What follows belongs to an exercise in optimizing a design on an open flow for small area and a short achievable clock period; a production flow would make more cautious choices. Function was checked by simulation only, so behaviour that the tests miss may differ from the original.

## flow/design.v (module list and top-level ports; edited modules follow where they fit)
// module am_modem: 2582 lines
// module ab_add: 123 lines
// module k51_add: 164 lines
// module prod_add: 308 lines
module am_modem(
    input wire clk_pin,
    input wire reset_pin,
    input wire [15:0] carrier,
    input wire [15:0] tone_a,
    input wire [15:0] tone_b,
    output wire [31:0] am_mod,
    output wire [15:0] demod
);
  // ...
==> flow/flow/run.sh <==
#!/bin/bash
# Layout flow: the standard flow (standard.sh) with two changes:
#  - Yosys's generic synth skips its internal ABC pass (SYNTH_ARGS=-noabc), so the full-adder
#    extraction sees the adders as written; registers and their names are unchanged.
#  - ports are buffered with buf_2 cells instead of the default clkdlybuf4s50_1.
# The make output goes to standard.log; ORFS keeps each tool's log under orfs/logs/.
set -uo pipefail
bash standard.sh SYNTH_ARGS=-noabc "BUFFER_PORTS_ARGS=-buffer_cell sky130_fd_sc_hd__buf_2" finish > standard.log 2>&1
status=$?
tail -n 20 standard.log
exit $status
==> flow/standard.sh <==
#!/bin/bash
# synth_recipe.tcl (not shown) runs the flow's synth.tcl, then flattens the netlist and writes it again
# the make line also repeats each setting of config.mk as NAME=value (left out here)
make -C /OpenROAD-flow-scripts/flow DESIGN_CONFIG=/design/flow/config.mk WORK_HOME=/design/flow/orfs CLKGATE_MAP_FILE= SYNTH_SCRIPT=/design/flow/synth_recipe.tcl "${@:-finish}"
==> flow/config.mk <==
export PLATFORM = sky130hd
export DESIGN_NAME = am_modem
export DESIGN_NICKNAME = am_modem
export VERILOG_FILES = /design/flow/design.v
export SDC_FILE = /design/flow/constraint.sdc
export NUM_CORES = 4
export LEC_CHECK = 0
export ABC_AREA = 1
export CAP_MARGIN = 20
export CORE_MARGIN = 2
export CORE_UTILIZATION = 70
export CTS_CLUSTER_DIAMETER = 150
export CTS_CLUSTER_SIZE = 24
export SLEW_MARGIN = 20
export SYNTH_HIERARCHICAL = 1
==> flow/constraint.sdc <==
create_clock -name core_clock -period 60.0 [get_ports {clk_pin}]
set_input_delay 12.0000 -clock core_clock [delete_from_list [all_inputs] [get_ports {clk_pin}]]
set_output_delay 12.0000 -clock core_clock [all_outputs]
set_load 0.01 [all_outputs]
==> flow_metrics.env, run 1 <==
export IMPL_met1Wirelength_um=27500
export IMPL_worst_r2r_endpoint="lp[25]"
export IMPL_crit_top_cell="fa_1"
export IMPL_relSlewSlack_pct=36.1
export IMPL_buf_share_pct=1.71
export IMPL_crit_chain="xor2_1 > fa_1 > fa_1 > fa_1 > fa_1 > ha_1 > nand2_1 > inv_1 > nand2_1 > nand2_1 > a21oi_2 > nand2_4 > nand2_1 > nand2_4 > fa_1 > xor2_1 > buf_2"
export IMPL_multi_input_area_share_pct=71.5
export IMPL_hold_slack_ps=620
export IMPL_track_usage_pct=30.9
export IMPL_dr_wl_met2_um=33700
export IMPL_cts_root_buf="clkbuf_16"
export IMPL_min_period_ps=17590
export IMPL_largest_class="multi-input combinational cells"
export IMPL_cts_buffers=13
export IMPL_fp_dieW_um=206
export IMPL_top_regs="hp (32), env (31), lp (31)"
export IMPL_finalCritPeriodShare_pct=29.3
export IMPL_report_final_slew_viol_count=0
export IMPL_hold_depth=1
export IMPL_final_common_cell="nand2_1"
export IMPL_outcome="complete, no violations"
export IMPL_rsz0062_at_grt="no"
export IMPL_cts_hold_buf=0
export IMPL_worstMarginPinSlew_ps=951
export IMPL_cp_max_fo=13
export IMPL_final_hold_viol_count=0
export IMPL_critPathCaptureType="output port"
==> inputs of run 2 (changes only) <==
==> flow/flow/run.sh (replaced) <==
#!/bin/bash
# Layout flow: the standard flow (standard.sh) with these changes:
#  - Yosys's generic synth skips its internal ABC pass (SYNTH_ARGS=-noabc), so the full-adder
#    extraction sees the adders as written; registers and their names are unchanged.
#  - the multiplier's input registers get a stronger drive of the same flip-flop: the Booth
#    digit registers (each drives half a row of partial products) 4x, the k registers 2x.
#  - ports are buffered with buf_2 cells instead of the default clkdlybuf4s50_1.
# Each make run's output goes to its own log here; ORFS keeps each tool's log under orfs/logs/.
set -uo pipefail
RES="$(pwd)/orfs/results/${FLOW_PLATFORM}/am_modem/base"
ARGS=(SYNTH_ARGS=-noabc "BUFFER_PORTS_ARGS=-buffer_cell sky130_fd_sc_hd__buf_2")
bash standard.sh "${ARGS[@]}" "$RES/1_2_yosys.v" > synth.log 2>&1 || { tail -n 20 synth.log; exit 1; }
sed -i -E -e 's/^( *)sky130_fd_sc_hd__dfxtp_1( +\\(bneg|bone|btwo)n?\[)/\1sky130_fd_sc_hd__dfxtp_4\2/' \
          -e 's/^( *)sky130_fd_sc_hd__dfxtp_1( +\\kn?_r\[)/\1sky130_fd_sc_hd__dfxtp_2\2/' "$RES/1_2_yosys.v"
grep -c "dfxtp_[24]" "$RES/1_2_yosys.v" > upsized.log
bash standard.sh "${ARGS[@]}" finish > standard.log 2>&1
status=$?
tail -n 20 standard.log
exit $status
==> run 2 against run 1 <==
Against the previous run:
- global-route usage down 0.35 points
- critical path type unchanged
- clock skew grew 5.6 ps
- design area is 0.89% higher
- core utilization grew 0.47 points
- critical path depth is 1 lower
- synthesized cell count unchanged
- routed wire length is essentially flat
- critical endpoint is now am_mod[10]
- flip-flop and latch count unchanged
- via count increased by 0.19%
- highest routed layer unchanged
- largest cell class unchanged
==> flow_metrics.env, run 2 <==
export IMPL_outcome="complete, no violations"
export IMPL_relSlewSlack_pct=37.6
export IMPL_drtIter0Drc=1458
export IMPL_final_hold_viol_count=0
export IMPL_finalClockSkew_ps=46.9
export IMPL_rsz0062_at_grt="no"
export IMPL_grt_max_degree=47
export IMPL_cts_buffers=13
export IMPL_cts_sinks=231
export IMPL_port_buffer_count=97
export IMPL_rows=74
export IMPL_cp_max_fo=12
export IMPL_min_period_ps=17500
export IMPL_r2r_start="env[26]"
export IMPL_path_buf_inv=3
export IMPL_cts_root_buf="clkbuf_16"
export IMPL_die_h_um=207
export IMPL_worst_setup_path_start_kind="flop"
export IMPL_start_util_pct=70.9
export IMPL_antenna_found_initial=1
export IMPL_cts_hold_buf=0
export IMPL_top_regs="hp (32), env (31), lp (31)"
export IMPL_track_usage_pct=30.6
export IMPL_hp_class="reg -> reg"
export IMPL_clock_path_buffers=3
export IMPL_final_setup_viol_count=0
export IMPL_ys_warn_count=7
export IMPL_fin_tns_setup_ps=0
export IMPL_maxCapViolCount=0
export IMPL_drive_gt1_share_pct=13.7
export IMPL_cp_top_family="adder cells"
export IMPL_diodes=0
export IMPL_final_common_cell="nand2_1"
export IMPL_syn2layout_area_growth_pct=2.18
export IMPL_dp_hpwl_um=55000
export IMPL_crit_top_cell="fa_1"
export IMPL_max_stage_delay_ps=590
export IMPL_fin_nets=4309
export IMPL_grt_pass1_wl_um=111000
export IMPL_wl_um=65400
export IMPL_post_cts_buffers=0
export IMPL_routed_via_density=5.67
export IMPL_report_final_slew_viol_count=0
export IMPL_finalCritPeriodShare_pct=29.2
export IMPL_first_global_vias=24500
export IMPL_syn_area_um2=28900
export IMPL_ff2ff_path_depth=129
export IMPL_hold_depth=4
export IMPL_die_area_um2=42900
export IMPL_startpoint="bnegn[0]"
export IMPL_post_cts_resized=0
export IMPL_worstMarginPinSlew_ps=930
export IMPL_largest_reg_flops=32
export IMPL_wire_per_inst_um=15.2
export IMPL_hold_path_startpoint="lp[30]"
export IMPL_required_ps=48000
export IMPL_synth_area_per_cell_um2=7.59
export IMPL_num_vias=24400
export IMPL_overflow=0
export IMPL_crit_chain="inv_1 > xor2_1 > fa_1 > fa_1 > fa_1 > fa_1 > ha_1 > nand2_1 > inv_1 > nand2_1 > nand2_1 > a21oi_2 > nand2_4 > fa_1 > xor2_1 > buf_2"
export IMPL_fp_dieW_um=207
export IMPL_path_class="reg -> out"
export IMPL_synthCells=3808
export IMPL_ant_nets=0
export IMPL_crit_slowest_cell="fa_1"
export IMPL_fmax_mhz=57.1
export IMPL_path_clk_slew_ps=120
export IMPL_hold_path_end="lp[30]"
export IMPL_worstSkewPairLatency_ps=530
export IMPL_cts_tree="yes"
export IMPL_rrSetupSlack_ps=45840
export IMPL_dr_pass1_iters=9
export IMPL_fill_cells=3265
export IMPL_core_um2=40700
export IMPL_place_congestion=0.932
export IMPL_arrival_ps=5500
export IMPL_drc=0
export IMPL_ios=98
export IMPL_htreeDepth=1
export IMPL_worst_r2r_endpoint="lp[25]"
export IMPL_regMostFlops="hp"
export IMPL_final_cell_mix="nand2_1 (829), inv_1 (549), xor2_1 (279)"
export IMPL_critPathCaptureType="output port"
## run 2: routing by layer
metal	vias to the layer above	part of all wire [%]	track usage [%]
met5	-	0	0
met4	0	3.4	10.3
met3	155	4.0	2.38
met2	689	51	57.2
met1	11500	41	36.9
li1	12000	-	-
## run 2: worst max path at each step
stage | slack [ps] | cells past startpoint | endpoint
floorplan | 43350 | 21 | am_mod[26]
global placement | 43170 | 16 | am_mod[10]
detailed placement | 43070 | 16 | am_mod[10]
CTS | 42510 | 16 | am_mod[10]
global route | 42240 | 20 | am_mod[26]
finish | 42500 | 16 | am_mod[10]
## run 2: layout make-up
| class | instances | area [µm²] | area share [%] |
|---|---|---|---|
| clock inverter | 2 | 20.0 | 0.0678 |
| sequential | 231 | 4860 | 16.5 |
| inverter | 586 | 2200 | 7.45 |
| multi-input combinational | 2828 | 20900 | 70.9 |
| timing repair buffer | 100 | 508 | 1.72 |
| clock buffer | 16 | 337 | 1.14 |
| tap | 532 | 666 | 2.26 |
## run 2: worst min-delay path, cell delays in order (launching register included)
cell	delay, ps
dfxtp_1	320
inv_1	70
xor2_1	70
inv_1	60
a21oi_1	60
## run 2: metrics by stage
step                util (%)  hold WS, ps  setup slack (ps)  std cells  cell area [µm²]
floorplan                  -          552             43350       3809            28900
global placement        71.6          579             43170       4277            29200
detailed placement      71.6          594             43070       4277            29200
CTS                     72.4          611             42510       4295            29500
global route            72.5          668             42240       4295            29500
finish                  72.5          606             42500       4295            29500
==> inputs of run 3 (changes only) <==
==> flow/flow/run.sh (replaced) <==
#!/bin/bash
# Layout flow: the standard flow (standard.sh) with these changes:
#  - synthesis is synth_recipe.tcl with ORFS's synth.tcl replaced by a copy in which the final
#    ABC mapping of the top module uses flow/top.abc (ABC's area-recovering map without the
#    buffering and gate sizing steps; the layout's own repair sizes and buffers later); the
#    adder modules are mapped with the standard script. Registers and their names are unchanged.
#  - Yosys's generic synth skips its internal ABC pass (SYNTH_ARGS=-noabc), so the full-adder
#    extraction sees the adders as written; only full adders are extracted (half adders are left
#    to ABC, which merges them into the surrounding logic).
#  - ports are buffered with buf_2 cells instead of the default clkdlybuf4s50_1.
# Each step's output goes to its own log here; ORFS keeps each tool's log under orfs/logs/.
set -uo pipefail
WORK="$(pwd)"
python3 - "$FLOW_HOME/scripts/synth.tcl" "$WORK/flow/top.abc" "$WORK/synth_mod.tcl" <<'PY' > prep.log 2>&1 || exit 1
import sys
src, abc, out = sys.argv[1:4]
s = open(src).read()
old = "  log_cmd abc {*}$abc_args\n"
assert s.count(old) == 1
new = ("  set top_args $abc_args\n"
       "  lset top_args [expr {[lsearch -exact $top_args -script] + 1}] " + abc + "\n"
       "  log_cmd abc {*}$top_args $::env(DESIGN_NAME)\n"
       "  log_cmd abc {*}$abc_args {*_add}\n")
s = s.replace(old, new)
old = "  extract_fa {*}[dont_use_extract_fa_args]"
assert s.count(old) == 1
s = s.replace(old, "  extract_fa -fa")
open(out, "w").write(s)
print("wrote", out)
PY
python3 - "$WORK/synth_recipe.tcl" "$WORK/synth_mod.tcl" "$WORK/synth_own.tcl" <<'PY' >> prep.log 2>&1 || exit 1
import sys
src, mod, out = sys.argv[1:4]
s = open(src).read()
old = "source $::env(SCRIPTS_DIR)/synth.tcl"
assert s.count(old) == 1
open(out, "w").write(s.replace(old, "source " + mod))
print("wrote", out)
PY
bash standard.sh SYNTH_ARGS=-noabc "BUFFER_PORTS_ARGS=-buffer_cell sky130_fd_sc_hd__buf_2" \
    "SYNTH_SCRIPT=$WORK/synth_own.tcl" finish > standard.log 2>&1
status=$?
tail -n 20 standard.log
exit $status
==> flow/flow/top.abc (new file) <==
strash
dch
map -B 0.9
topo
stime -c
==> run 3 against run 2 <==
Against the previous run:
- synthesized cell count rose by 13%
- count of clock-buffer cells in the layout is 3 lower
- still clean on timing, DRC and antenna
- highest routed layer unchanged
- critical path type unchanged
==> flow_metrics.env, run 3 <==
export IMPL_post_cts_buffers=0
export IMPL_cts_buffers=13
export IMPL_dr_pass1_iters=7
export IMPL_worstMarginPinSlew_ps=999
export IMPL_fin_nets=4635
export IMPL_top_regs="hp (32), env (31), lp (31)"
export IMPL_num_vias=26600
export IMPL_syn_area_um2=28000
export IMPL_start_util_pct=70.6
export IMPL_finalClockSkew_ps=29.8
export IMPL_final_util_pct=73.1
export IMPL_dp_hpwl_um=55000
export IMPL_setup_slack_ps=42440
export IMPL_drive_gt1_share_pct=5.08
export IMPL_path_clk_slew_ps=110
export IMPL_die_h_um=204
export IMPL_wl_um=65700
export IMPL_crit_chain="clkinv_1 > xor2_1 > fa_1 > fa_1 > fa_1 > fa_1 > nand2_1 > a21oi_2 > nand2_1 > nand2_1 > nand2_1 > nand2_2 > a21oi_2 > nand2_4 > fa_1 > xnor2_1 > buf_2"
export IMPL_regMostFlops="hp"
export IMPL_crit_top_cell="fa_1"
export IMPL_cts_sinks=231
export IMPL_synth_area_per_cell_um2=6.53
export IMPL_fp_dieW_um=204
export IMPL_rsz0062_at_grt="no"
export IMPL_fmax_mhz=56.9
export IMPL_worstSkewPairLatency_ps=520
export IMPL_report_final_slew_viol_count=0
export IMPL_grt_pass1_wl_um=111000
export IMPL_crit_slowest_cell="fa_1"
export IMPL_critPathCaptureType="output port"
export IMPL_final_setup_viol_count=0
export IMPL_hp_class="reg -> reg"
export IMPL_drtIter0Drc=1715
export IMPL_routed_via_density=5.47
export IMPL_die_area_um2=41600
export IMPL_placed_cells=4842
export IMPL_final_cell_mix="nand2_1 (1,293), clkinv_1 (527), nor2_1 (441)"
export IMPL_design_area_um2=29000
export IMPL_syn2layout_area_growth_pct=3.48
export IMPL_finalCritPeriodShare_pct=29.3
export IMPL_grt_max_degree=39
export IMPL_cts_tree="yes"
export IMPL_post_cts_resized=0
export IMPL_port_buffer_count=97
export IMPL_min_period_ps=17560
export IMPL_synthCells=4287
export IMPL_arrival_ps=5560
export IMPL_finalNonFillerCells=4856
export IMPL_htreeDepth=1
export IMPL_max_stage_delay_ps=530
export IMPL_core_um2=39600
export IMPL_place_congestion=0.977
export IMPL_worst_setup_path_start_kind="flop"
export IMPL_required_ps=48000
export IMPL_rows=73
export IMPL_first_global_vias=24200
export IMPL_drc=0
export IMPL_diodes=0
export IMPL_cts_hold_buf=0
export IMPL_final_hold_viol_count=0
export IMPL_fill_cells=3465
export IMPL_overflow=0
export IMPL_hold_slack_ps=578
export IMPL_ios=98
export IMPL_relSlewSlack_pct=32.7
export IMPL_track_usage_pct=31.9
export IMPL_final_common_cell="nand2_1"
export IMPL_ys_warn_count=7
export IMPL_maxCapViolCount=0
export IMPL_wire_per_inst_um=13.5
export IMPL_cp_top_family="adder cells"
export IMPL_fin_tns_setup_ps=0
export IMPL_antenna_found_initial=0
export IMPL_dpl_worst_slack_ps=42990
export IMPL_ant_nets=0
export IMPL_path_buf_inv=2
export IMPL_clock_path_buffers=3
export IMPL_outcome="complete, no violations"
export IMPL_path_class="reg -> out"
export IMPL_place_area_um2=28600
export IMPL_largest_reg_flops=32
export IMPL_cts_root_buf="clkbuf_16"
export IMPL_cp_max_fo=11
## run 3: tightest hold or removal path: stages, from the launching register on
cell and delay (ps):
dfxtp_1 340, o21ai_0 160, nor2_1 50
## run 3: path summary, 6_finish.rpt
kind / from / slack [ps] / depth (start not counted) / endpoint
worst min register to register: lp[0] / 580 / 2 / lp[0]
worst max-delay path: bnegn[0] / 42440 / 17 / am_mod[26]
worst max register to register: hp[10] / 46070 / 36 / hp[31]
worst min-delay path: lp[0] / 580 / 2 / lp[0]
## run 3: layout make-up
class / count / area [µm²] / share of cell area, %
inverters: 662 / 2490 / 8.58
clock inverters: 1 / 11.3 / 0.0389
clock buffers: 13 / 325 / 1.12
repair buffers: 101 / 515 / 1.78
multi-input cells: 3323 / 20300 / 70.2
flip-flops and latches: 231 / 4620 / 16.0
well taps: 525 / 657 / 2.27
## run 3: metal layers
layer  GRT usage, %  up-vias  share of wire, %
met5              0        -                 0
met4           11.9        0               4.1
met3           2.58      135               4.3
met2           56.8      686                49
met1           40.4    12000                43
li1               -    13700                 -
==> inputs of run 4 (changes only) <==
--- a/flow/flow/run.sh
+++ b/flow/flow/run.sh
@@ -6,6 +6,5 @@
 #    adder modules are mapped with the standard script. Registers and their names are unchanged.
 #  - Yosys's generic synth skips its internal ABC pass (SYNTH_ARGS=-noabc), so the full-adder
-#    extraction sees the adders as written; only full adders are extracted (half adders are left
-#    to ABC, which merges them into the surrounding logic).
+#    extraction sees the adders as written.
 #  - ports are buffered with buf_2 cells instead of the default clkdlybuf4s50_1.
 # Each step's output goes to its own log here; ORFS keeps each tool's log under orfs/logs/.
@@ -22,9 +21,5 @@
        "  log_cmd abc {*}$top_args $::env(DESIGN_NAME)\n"
        "  log_cmd abc {*}$abc_args {*_add}\n")
-s = s.replace(old, new)
-old = "  extract_fa {*}[dont_use_extract_fa_args]"
-assert s.count(old) == 1
-s = s.replace(old, "  extract_fa -fa")
-open(out, "w").write(s)
+open(out, "w").write(s.replace(old, new))
 print("wrote", out)
 PY
==> flow/flow/top.abc (replaced) <==
strash
dch -f
map -B 0.9
topo
stime -c
==> run 4 against run 3 <==
Against the previous run:
- routed wire length decreased by 3.3%
- largest cell class unchanged
- first-iteration DRC count decreased by 11%
- setup slack got worse by 260 ps
- clock skew increased by 9.8 ps
- global-route usage decreased by 0.12 points
- still clean
==> flow_metrics.env, run 4 <==
export IMPL_outcome="complete, no violations"
export IMPL_place_congestion=0.947
export IMPL_critPathCaptureType="output port"
export IMPL_hold_path_startpoint="lp[30]"
export IMPL_highest_layer="met4"
export IMPL_maxCapViolCount=0
export IMPL_first_global_vias=24200
export IMPL_drive_gt1_share_pct=5.51
export IMPL_final_common_cell="nand2_1"
export IMPL_dp_hpwl_um=53600
export IMPL_cts_sinks=231
export IMPL_num_vias=24400
export IMPL_hold_path_end="lp[30]"
export IMPL_routed_via_density=5.65
export IMPL_drtIter0Drc=1530
export IMPL_port_buffer_count=97
export IMPL_fin_nets=4345
export IMPL_dr_wl_met3_um=2520
export IMPL_ios=98
export IMPL_die_h_um=203
export IMPL_synthCells=3751
export IMPL_top_regs="hp (32), env (31), lp (31)"
export IMPL_finalClockSkew_ps=39.5
export IMPL_worst_setup_path_start_kind="flop"
export IMPL_antenna_found_initial=0
export IMPL_path_clk_slew_ps=120
export IMPL_grt_max_degree=48
export IMPL_report_final_slew_viol_count=0
export IMPL_worstSkewPairLatency_ps=520
export IMPL_diodes=0
export IMPL_grt_pass1_wl_um=109000
export IMPL_fin_tns_setup_ps=0
export IMPL_drc=0
export IMPL_wl_um=63500
export IMPL_cts_buffers=13
export IMPL_largest_reg_flops=32
export IMPL_overflow=0
export IMPL_core_um2=38800
export IMPL_ant_nets=0
export IMPL_post_cts_buffers=0
export IMPL_r2r_start="lp[1]"
export IMPL_dr_wl_met2_um=32400
export IMPL_worst_r2r_endpoint="lp[25]"
export IMPL_clock_path_buffers=3
export IMPL_path_class="reg -> out"
export IMPL_cts_tree="yes"
export IMPL_die_area_um2=41200
export IMPL_final_setup_viol_count=0
export IMPL_syn2layout_area_growth_pct=3.49
export IMPL_fmax_mhz=56.1
export IMPL_ff2ff_path_depth=109
export IMPL_wire_per_inst_um=14.7
export IMPL_required_ps=48000
export IMPL_fp_dieW_um=203
export IMPL_ys_warn_count=7
export IMPL_htreeDepth=1
export IMPL_cts_hold_buf=0
export IMPL_final_cell_mix="nand2_1 (1,049), clkinv_1 (476), xor2_1 (273)"
export IMPL_cts_root_buf="clkbuf_16"
export IMPL_min_period_ps=17830
export IMPL_met1Wirelength_um=26500
export IMPL_dr_pass1_iters=6
export IMPL_arrival_ps=5830
export IMPL_hp_class="reg -> reg"
export IMPL_relSlewSlack_pct=36.2
export IMPL_rsz0062_at_grt="no"
export IMPL_cp_max_fo=34
export IMPL_regMostFlops="hp"
export IMPL_hold_depth=2
export IMPL_rows=72
export IMPL_synth_area_per_cell_um2=7.38
export IMPL_finalCritPeriodShare_pct=29.7
export IMPL_syn_area_um2=27700
export IMPL_start_util_pct=71.3
export IMPL_worstMarginPinSlew_ps=950
export IMPL_post_cts_resized=0
export IMPL_rrSetupSlack_ps=45970
export IMPL_final_hold_viol_count=0
export IMPL_track_usage_pct=31.8
export IMPL_hold_slack_ps=612
-- run 4: area by class of cell --
class	count	area, µm²
clock inverter	1	8.76
timing repair buffer	102	523
clock buffer	14	329
multi-input combinational	2871	20400
tap	518	648
fill	3125	10200
inverter	577	2170
sequential	231	4620
-- run 4: how the worst max path moves through the flow --
| stage | from | endpoint | slack, ps | depth (start not counted) |
|---|---|---|---|---|
| after floorplan | bnegn[1] | am_mod[26] | 43300 | 20 |
| after global placement | bnegn[1] | am_mod[31] | 42790 | 22 |
| after detailed placement | bnegn[1] | am_mod[31] | 42690 | 22 |
| final | bnegn[1] | am_mod[31] | 42170 | 22 |
| after CTS | bnegn[1] | am_mod[31] | 42100 | 22 |
| after global routing | bnegn[1] | am_mod[31] | 41760 | 22 |
-- run 4: through the flow --
| stage | util, % | setup slack (ps) | instance area [µm²] | cells |
|---|---|---|---|---|
| 2_1_floorplan | - | 43300 | 27700 | 3752 |
| 3_3_place_gp | 72.9 | 42790 | 28300 | 4299 |
| 3_5_place_dp | 72.9 | 42690 | 28300 | 4299 |
| 4_1_cts | 73.8 | 42100 | 28700 | 4314 |
| 5_1_grt | 73.8 | 41760 | 28700 | 4314 |
| 6_report | 73.8 | 42170 | 28700 | 4314 |
-- run 4: metal layers --
| layer | track usage, % | vias to the layer above |
|---|---|---|
| li1 | - | 12200 |
| met1 | 38.6 | 11400 |
| met2 | 59.8 | 652 |
| met3 | 2.13 | 138 |
| met4 | 10.1 | 0 |
| met5 | 0 | - |
-- run 4: critical path, cell delays in order (launching register included) --
cell and delay (ps):
dfxtp_1 370, clkinv_1 410, xor2_1 320, fa_1 560, clkinv_1 90, fa_1 510, clkinv_1 80, fa_1 520
fa_1 410, ha_1 360, nand2_1 80, nand2_1 80, nand2_1 70, nand2_1 110, nand2_1 90, nand2_1 70
a21oi_2 150, nand2_4 120, nand2_2 90, nand3_1 80, nand2_2 70, buf_4 430, buf_2 230
==> inputs of run 5 (changes only) <==
==> flow/flow/top.abc (replaced) <==
strash
dc2
dch -f
map -B 0.9
topo
stime -c
==> run 5 against run 4 <==
Against the previous run:
- still clean on timing, DRC and antenna
- hold slack improved by 1.6 ps
- critical path depth is 151 higher
- design area is 2.5% lower
- flip-flop and latch count did not move
- global-route usage fell by 0.16 points
- core utilization increased by 0.053 points
- non-clock buffer count unchanged
- cell count is 4.7% lower
- maximum frequency is 6.3% lower
- sequential share of layout area up 0.41 points
- die area down 2.6%
- critical path type is now reg -> reg
- largest cell class unchanged
==> flow_metrics.env, run 5 <==
export IMPL_syn_area_um2=27000
export IMPL_post_cts_buffers=0
export IMPL_crit_top_cell="nand2_1"
export IMPL_ys_warn_count=7
export IMPL_fill_cells=2993
export IMPL_multi_input_area_um2=19500
export IMPL_final_setup_viol_count=0
export IMPL_top_regs="hp (32), env (31), lp (31)"
export IMPL_drive_gt1_share_pct=6.66
export IMPL_rows=71
export IMPL_wl_um=62600
export IMPL_clock_path_buffers=3
export IMPL_cts_hold_buf=0
export IMPL_diodes=0
export IMPL_final_hold_viol_count=0
export IMPL_antenna_found_initial=0
export IMPL_worstMarginPinSlew_ps=941
export IMPL_fin_tns_setup_ps=0
export IMPL_fp_dieW_um=200
export IMPL_final_cell_mix="nand2_1 (807), clkinv_1 (518), fa_1 (253)"
export IMPL_synthCells=3557
export IMPL_outcome="complete, no violations"
export IMPL_worstSkewPairLatency_ps=510
export IMPL_post_cts_resized=0
export IMPL_final_seq_area_um2=4620
export IMPL_relSlewSlack_pct=36.8
export IMPL_min_period_ps=19020
export IMPL_grt_pass1_wl_um=107000
export IMPL_die_area_um2=40100
export IMPL_dpl_worst_slack_ps=41630
export IMPL_required_ps=60440
export IMPL_hp_class="reg -> reg"
export IMPL_drtIter0Drc=1521
export IMPL_htreeDepth=1
export IMPL_largest_reg_flops=32
export IMPL_hold_slack_ps=613
export IMPL_routed_via_density=5.73
export IMPL_syn2layout_area_growth_pct=3.64
export IMPL_ant_nets=0
export IMPL_maxCapViolCount=0
export IMPL_num_vias=23600
export IMPL_die_h_um=200
export IMPL_cts_root_buf="clkbuf_16"
export IMPL_critPathCaptureType="flop"
export IMPL_cts_buffers=13
export IMPL_wire_per_inst_um=15.2
export IMPL_first_global_vias=23500
export IMPL_finalClockSkew_ps=33.5
export IMPL_path_clk_slew_ps=100
export IMPL_core_um2=37800
export IMPL_max_stage_delay_ps=450
export IMPL_final_common_cell="nand2_1"
export IMPL_report_final_slew_viol_count=0
export IMPL_start_util_pct=71.3
export IMPL_crit_slowest_cell="dfxtp_1"
export IMPL_grt_max_degree=40
export IMPL_worst_setup_path_start_kind="flop"
export IMPL_arrival_ps=19470
export IMPL_rsz0062_at_grt="no"
export IMPL_fmax_mhz=52.6
export IMPL_port_buffer_count=97
export IMPL_cts_tree="yes"
export IMPL_finalCritPeriodShare_pct=31.7
export IMPL_track_usage_pct=31.6
export IMPL_place_congestion=0.912
export IMPL_ios=98
export IMPL_cts_sinks=231
export IMPL_regMostFlops="hp"
export IMPL_dp_hpwl_um=52300
export IMPL_path_class="reg -> reg"
export IMPL_overflow=0
export IMPL_cp_max_fo=5
export IMPL_drc=0
export IMPL_fin_nets=4151
export IMPL_synth_area_per_cell_um2=7.58
export IMPL_final_util_pct=73.9
export IMPL_setup_slack_ps=40980
export IMPL_dr_pass1_iters=9
-- run 5: stage by stage --
| step | std cells | area [µm²] |
|---|---|---|
| CTS | 4113 | 27900 |
| global placement | 4098 | 27600 |
| floorplan | 3558 | 27000 |
| detailed placement | 4098 | 27600 |
| finish | 4113 | 27900 |
| global route | 4113 | 27900 |
-- run 5: layout make-up --
cell class / instances / area share, %
repair buffers: 102 / 1.87
clock buffers: 13 / 1.16
inverters: 619 / 8.31
clock inverters: 2 / 0.134
well taps: 511 / 2.29
flip-flops and latches: 231 / 16.5
multi-input cells: 2635 / 69.7
-- run 5: metal layers --
layer | wire [µm] | vias up | track usage (%)
li1 | - | 11600 | -
met4 | 2480 | 0 | 10.9
met5 | 0 | - | 0
met3 | 3280 | 220 | 3.53
met1 | 25500 | 11000 | 37.6
met2 | 31300 | 808 | 59.0
-- run 5: critical path, delay by kind of cell (launching register included) --
kind / cells / cell delay (ps)
AOI/OAI and AO/OA: 20 / 3560
and+or+nand+nor: 135 / 12670
buffers and inverters: 14 / 1260
DFF: 1 / 450
xor gates and xnor gates: 1 / 190
adders and majority gates: 3 / 840
-- run 5: worst paths after layout --
| check | from | end | slack, ps | depth (start not counted) |
|---|---|---|---|---|
| worst max-delay path | lp[1] | lp[30] | 40980 | 173 |
| worst min-delay path | lp[30] | lp[30] | 610 | 3 |
| worst max register to register | lp[1] | lp[30] | 40980 | 173 |
| worst min register to register | lp[30] | lp[30] | 610 | 3 |
==> inputs of run 6 (changes only) <==
==> flow/flow/top.abc (replaced) <==
strash
dch
map -B 0.9
topo
stime -c
==> run 6 against run 5 <==
Against the previous run:
- largest cell class unchanged
- maximum frequency is 7.2% higher
- sequential share of layout area is 0.37 points lower
- global-route usage is 1.0 points higher
- first-iteration DRC count is 19% higher
- via count is 4.7% higher
- count of clock-buffer cells in the layout stayed put
- setup slack better by 1300 ps
- core utilization is 0.22 points lower
- routed wire length is 5.0% higher
- still clean on timing, DRC and antenna
- flip-flop and latch count stayed put
==> flow_metrics.env, run 6 <==
export IMPL_antenna_found_initial=2
export IMPL_fp_dieW_um=203
export IMPL_routed_via_density=5.77
export IMPL_largest_reg_flops=32
export IMPL_port_buffer_count=97
export IMPL_finalClockSkew_ps=58.9
export IMPL_maxCapViolCount=0
export IMPL_first_global_vias=24600
export IMPL_fin_tns_setup_ps=0
export IMPL_min_period_ps=17740
export IMPL_path_clk_slew_ps=110
export IMPL_die_h_um=203
export IMPL_fin_nets=4310
export IMPL_drive_gt1_share_pct=5.40
export IMPL_top_usage_layer="met2"
export IMPL_cp_endpoint="am_mod[26]"
export IMPL_multi_input_area_um2=20200
export IMPL_hold_slack_ps=591
export IMPL_cp_max_fo=11
export IMPL_rrSetupSlack_ps=44120
export IMPL_dp_hpwl_um=55300
export IMPL_track_usage_pct=32.6
export IMPL_cts_hold_buf=0
export IMPL_path_class="reg -> out"
export IMPL_final_common_cell="nand2_1"
export IMPL_dr_pass1_iters=7
export IMPL_startpoint="bnegn[1]"
export IMPL_synth_area_per_cell_um2=7.43
export IMPL_finalCritPeriodShare_pct=29.6
export IMPL_final_cell_mix="nand2_1 (957), clkinv_1 (485), xor2_1 (280)"
export IMPL_relSlewSlack_pct=37.7
export IMPL_grt_met1_usage_pct=38.7
export IMPL_crit_slowest_cell="fa_1"
export IMPL_cts_buffers=13
export IMPL_fmax_mhz=56.4
export IMPL_ant_nets=0
export IMPL_drtIter0Drc=1804
export IMPL_met2_usage_pct=61.7
export IMPL_place_congestion=0.951
export IMPL_cts_tree="yes"
export IMPL_die_area_um2=41000
export IMPL_fill_cells=2995
export IMPL_final_util_pct=73.6
export IMPL_wire_per_inst_um=15.3
export IMPL_overflow=0
export IMPL_ios=98
export IMPL_diodes=0
export IMPL_num_vias=24700
export IMPL_worstSkewPairLatency_ps=540
export IMPL_cts_sinks=231
export IMPL_rsz0062_at_grt="no"
export IMPL_final_seq_area_um2=4620
export IMPL_required_ps=48000
export IMPL_top_regs="hp (32), env (31), lp (31)"
export IMPL_cts_root_buf="clkbuf_16"
export IMPL_core_um2=38800
export IMPL_outcome="complete, no violations"
export IMPL_r2r_start="env[5]"
export IMPL_crit_chain="clkinv_1 > xor2_1 > fa_1 > clkinv_1 > fa_1 > clkinv_1 > fa_1 > fa_1 > ha_1 > nand2_1 > nand2_1 > nand2_1 > nand2_1 > nand2_1 > nand2_1 > a21oi_2 > nand2_4 > fa_1 > xor2_1 > buf_2"
export IMPL_grt_pass1_wl_um=112000
export IMPL_regMostFlops="hp"
export IMPL_ys_warn_count=7
export IMPL_worst_setup_path_start_kind="flop"
export IMPL_critPathCaptureType="output port"
export IMPL_grtUsageMet3_pct=2.52
export IMPL_syn2layout_area_growth_pct=3.54
export IMPL_wl_um=65700
export IMPL_htreeDepth=1
export IMPL_syn_area_um2=27600
export IMPL_clock_path_buffers=3
export IMPL_worst_r2r_endpoint="lp[25]"
export IMPL_crit_top_cell="nand2_1"
export IMPL_worstMarginPinSlew_ps=929
export IMPL_final_hold_viol_count=0
export IMPL_synthCells=3717
export IMPL_start_util_pct=71.1
export IMPL_drc=0
export IMPL_report_final_slew_viol_count=0
export IMPL_post_cts_resized=0
export IMPL_grt_max_degree=47
export IMPL_final_setup_viol_count=0
export IMPL_arrival_ps=5740
export IMPL_hp_class="reg -> reg"
export IMPL_post_cts_buffers=0
export IMPL_rows=72
export IMPL_ff2ff_path_depth=129
export IMPL_max_stage_delay_ps=550
run 6: per-stage QoR:
step | instances | worst slack, ps | cell area [µm²]
floorplan | 3718 | 43300 | 27600
global placement | 4263 | 42940 | 28200
detailed placement | 4263 | 42790 | 28200
CTS | 4279 | 42240 | 28600
global route | 4280 | 41940 | 28600
finish | 4280 | 42260 | 28600
run 6: worst min-delay path by stage:
| stage | from | cells after the start | end | slack (ps) |
|---|---|---|---|---|
| after floorplan | lp[30] | 4 | lp[30] | 540 |
| after global placement | lp[30] | 4 | lp[30] | 550 |
| after detailed placement | lp[30] | 4 | lp[30] | 570 |
| after CTS | lp[30] | 4 | lp[30] | 590 |
| after global routing | lp[30] | 4 | lp[30] | 610 |
| final | lp[30] | 4 | lp[30] | 590 |
run 6: area by class of cell:
class	instances	share of cell area, %
Clock inverter	3	0.0788
Tap cell	518	2.27
Clock buffer	13	1.14
Sequential cell	231	16.2
Inverter	586	7.69
Timing Repair Buffer	101	1.83
Multi-Input combinational cell	2828	70.8
run 6: worst max-delay path, delay by kind of cell, from the launching register on:
kind | cells | cell delay (ps)
AND/OR/NAND/NOR | 7 | 600
buffers and inverters | 4 | 760
flip-flops | 1 | 390
AO/OA/AOI/OAI | 1 | 180
XOR/XNOR | 2 | 550
adder cells (fa/ha/maj) | 6 | 2770
run 6: per-layer routing:
metal  up-vias  routed length, µm
met5         -                 11
met4         2               2290
met3       154               2620
met2       719              33900
met1     11700              26900
li1      12100                  -

==> port drivers added, routing unchanged <==
No port has a modelled driver above. Below, the same layouts with a new extraction and two added sets of constraints. Step 1: set_driving_cell puts a clkbuf_16 on clk_pin and a buf_2 on each other input, an assumption about the parent block. Step 2 adds t to the input delays and takes it off the output delays; t is the mean of the earliest and latest rising clock arrival at the registers after step 1. Input paths then give back, and output paths get back, about the clock's delay inside the block. a / b / c = ideal / step 1 / step 2; a / b = the first two.
run | shift t [ns] | setup slack, ns | worst hold slack (ns) | worst setup path at the end | cell pins on the clock port's net
run 1 | 0.556 | 42.406 / 42.350 / 42.906 | 0.620 / 0.620 / 0.620 | register to output | 1
run 2 | 0.566 | 42.497 / 42.439 / 43.004 | 0.606 / 0.606 / 0.606 | register to output | 1
run 3 | 0.560 | 42.435 / 42.376 / 42.937 | 0.578 / 0.578 / 0.578 | register to output | 1
run 4 | 0.561 | 42.172 / 42.114 / 42.675 | 0.612 / 0.612 / 0.612 | register to output | 1
run 5 | 0.548 | 40.978 / 40.978 / 40.978 | 0.613 / 0.613 / 0.613 | register to register | 1
run 6 | 0.569 | 42.257 / 42.197 / 42.765 | 0.591 / 0.591 / 0.591 | register to output | 1
After both steps setup and hold are still met in every run listed.
